Context: an optimization exercise on an open-source flow, tuned for small area and a short achievable clock period. The choices shown serve that exercise and are no tape-out recipe. In this exercise RTL edits were held to simulation tests only and were not proved equivalent to the original. Power is estimated from default activity; no workload was simulated.

==> flow/design.v (excerpt) <==
module lc4_processor
   (input  wire        clk,
    input  wire        rst,
    input  wire        gwe,
    output wire [15:0] o_cur_pc,
    input  wire [15:0] i_cur_insn,
    output wire [15:0] o_dmem_addr,
    input  wire [15:0] i_cur_dmem_data,
    output wire        o_dmem_we,
    output wire [15:0] o_dmem_towrite,
    output wire [1:0]  test_stall,
    output wire [15:0] test_cur_pc,
    output wire [15:0] test_cur_insn,
    output wire        test_regfile_we,
    output wire [2:0]  test_regfile_wsel,
    output wire [15:0] test_regfile_data,
    output wire        test_nzp_we,
    output wire [2:0]  test_nzp_new_bits,
    output wire        test_dmem_we,
    output wire [15:0] test_dmem_addr,
    output wire [15:0] test_dmem_data);
Size in the first run: roughly 5300 cells after synthesis, about 350 flip-flops, roughly 180 I/O pins, roughly 32000 sq um of cells after synthesis.
==> flow/config.mk <==
export PLATFORM = sky130hd
export DESIGN_NAME = lc4_processor
export DESIGN_NICKNAME = lc4_processor
export VERILOG_FILES = /design/flow/design.v
export SDC_FILE = /design/flow/constraint.sdc
export NUM_CORES = 4
export LEC_CHECK = 0
export ABC_AREA = 1
export CAP_MARGIN = 20
export CORE_MARGIN = 2
export CORE_UTILIZATION = 40
export CTS_BUF_LIST = sky130_fd_sc_hd__clkbuf_8
export SLEW_MARGIN = 20
==> flow/constraint.sdc <==
create_clock -name core_clock -period 40.0 [get_ports {clk}]
set_input_delay 8.0000 -clock core_clock [delete_from_list [all_inputs] [get_ports {clk}]]
set_output_delay 8.0000 -clock core_clock [all_outputs]
set_load 0.01 [all_outputs]
standard.sh (not shown) runs the stock make flow with config.mk's settings and CLKGATE_MAP_FILE= SYNTH_SCRIPT=/design/flow/synth_recipe.tcl, a recipe that flattens the netlist after the stock synthesis.
==> flow/flow/run.sh <==
#!/bin/bash
set -eo pipefail
cd "$(dirname "$0")/.."
export BUFFER_PORTS_ARGS="-buffer_cell sky130_fd_sc_hd__buf_1"
SETUP_SLACK_MARGIN=27.6 bash standard.sh cts > standard_cts.log 2>&1
bash standard.sh > standard.log 2>&1
The baseline completed with no timing, DRC or antenna violations.
Change:
==> flow/run.sh (new file) <==
#!/bin/bash
# synth_recipe.tcl (not shown) runs the flow's synth.tcl, then flattens the netlist and writes it again
# the make line also repeats each setting of config.mk as NAME=value (left out here)
make -C /OpenROAD-flow-scripts/flow DESIGN_CONFIG=/design/flow/config.mk WORK_HOME=/design/flow/orfs CLKGATE_MAP_FILE= SYNTH_SCRIPT=/design/flow/synth_recipe.tcl finish
Settings changed: CTS_BUF_LIST sky130_fd_sc_hd__clkbuf_8 to not set.
removed: flow/flow/run.sh
removed: flow/standard.sh
Result: The new run went through all stages and came out clean. Combinational power decreases by 18%. Sequential power hardly moves. Wire length decreases by 2.2%. First-iteration DRC count barely changes. Non-clock buffer count decreases by 152. Via count decreases by 2.4%. Core utilization decreases by 1.6 points. Synthesized cell count stays the same.
Change:
==> flow/flow/run.sh (new file) <==
#!/bin/bash
set -eo pipefail
cd "$(dirname "$0")/.."
export BUFFER_PORTS_ARGS="-buffer_cell sky130_fd_sc_hd__buf_1"
SETUP_SLACK_MARGIN=27 bash standard.sh cts > standard_cts.log 2>&1
bash standard.sh > standard.log 2>&1
==> flow/standard.sh (new file) <==
#!/bin/bash
# synth_recipe.tcl (not shown) runs the flow's synth.tcl, then flattens the netlist and writes it again
# the make line also repeats each setting of config.mk as NAME=value (left out here)
make -C /OpenROAD-flow-scripts/flow DESIGN_CONFIG=/design/flow/config.mk WORK_HOME=/design/flow/orfs CLKGATE_MAP_FILE= SYNTH_SCRIPT=/design/flow/synth_recipe.tcl "${@:-finish}"
Settings changed: CORE_UTILIZATION 40 to 55, CTS_BUF_LIST set to sky130_fd_sc_hd__clkbuf_8.
removed: flow/run.sh
Result: Cell area went down slightly. Clock power went down by about a fifth. Final cell count went down by a few percent. Core utilization went up by 17 points. Power went up by a few percent. Die area went down by a quarter to a third. Combinational power went up by roughly a tenth.
Change:
Settings changed: CORE_UTILIZATION 55 to 40, TNS_END_PERCENT set to 5.
What happened:
- setup slack degrades by 0.27 ns
- sequential share of layout area stays flat
- cell count rose by 4.5%
- count of clock-buffer cells in the layout shrinks by 2
- worst hold slack loses 0.012 ns
- via count came out lower by about 2.2%
- power came out lower by about 3.5%
- fmax drops by 1.9%
- die area came out higher by about 37%
- clock power rose by about 4%
Change:
==> flow/flow/run.sh (replaced) <==
#!/bin/bash
set -eo pipefail
cd "$(dirname "$0")/.."
export BUFFER_PORTS_ARGS="-buffer_cell sky130_fd_sc_hd__buf_1"
SETUP_SLACK_MARGIN=27.6 bash standard.sh cts > standard_cts.log 2>&1
bash standard.sh > standard.log 2>&1
Settings changed: CTS_BUF_LIST sky130_fd_sc_hd__clkbuf_8 to sky130_fd_sc_hd__clkbuf_4, TNS_END_PERCENT 5 to not set.
Utilization goes up by 2.3 points.
Clock skew is higher by 0.029 ns.
Total power goes up by 10%.
Via count rises by 2.4%.
Non-clock buffer count climbs by 100.
Global-route usage came out higher by 1.0 points.
Wire length climbs by 2.8%.
Cell area climbs by 5.0%.
Change:
==> flow/flow/run.sh (replaced) <==
#!/bin/bash
set -eo pipefail
cd "$(dirname "$0")/.."
export BUFFER_PORTS_ARGS="-buffer_cell sky130_fd_sc_hd__buf_1"
SETUP_SLACK_MARGIN=27 bash standard.sh cts > standard_cts.log 2>&1
bash standard.sh > standard.log 2>&1
Settings changed: CTS_BUF_LIST sky130_fd_sc_hd__clkbuf_4 to sky130_fd_sc_hd__clkbuf_8.
=> Hold slack is about the same; maximum frequency goes down by a few percent; synthesized area does not change; final area goes down by a few percent; routed wire length goes down by a few percent; worst setup slack got worse by 0.48 ns; first-iteration DRC count goes down by a few percent.

## port drivers added, routing unchanged
How much do the figures lean on ideal ports? The routed layouts below were timed once more, with nothing changed but the port constraints. Step 1, drivers: a clkbuf_16 drives clk and a buf_2 each remaining input, both assumed. Step 2 times the ports against the registers' clock, not the clock port: input delays grow and output delays shrink by t, the midpoint of the rising clock arrivals with the driver on. Three values: ideal ports, drivers, drivers and shift; two values: the first two.
run	t, ns	setup slack, ns	worst data-port slew with drivers (ns)
the first run	0.672	27.134 / 27.134 / 27.134	0.07
the second run	0.594	23.326 / 23.326 / 23.326	0.05
the third run	0.661	26.436 / 26.436 / 26.436	0.06
the fourth run	0.671	26.170 / 26.170 / 26.170	0.07
the fifth run	0.831	27.077 / 27.077 / 27.077	0.07
the sixth run	0.677	26.595 / 26.595 / 26.595	0.08
After both steps setup and hold are still met in every run listed.
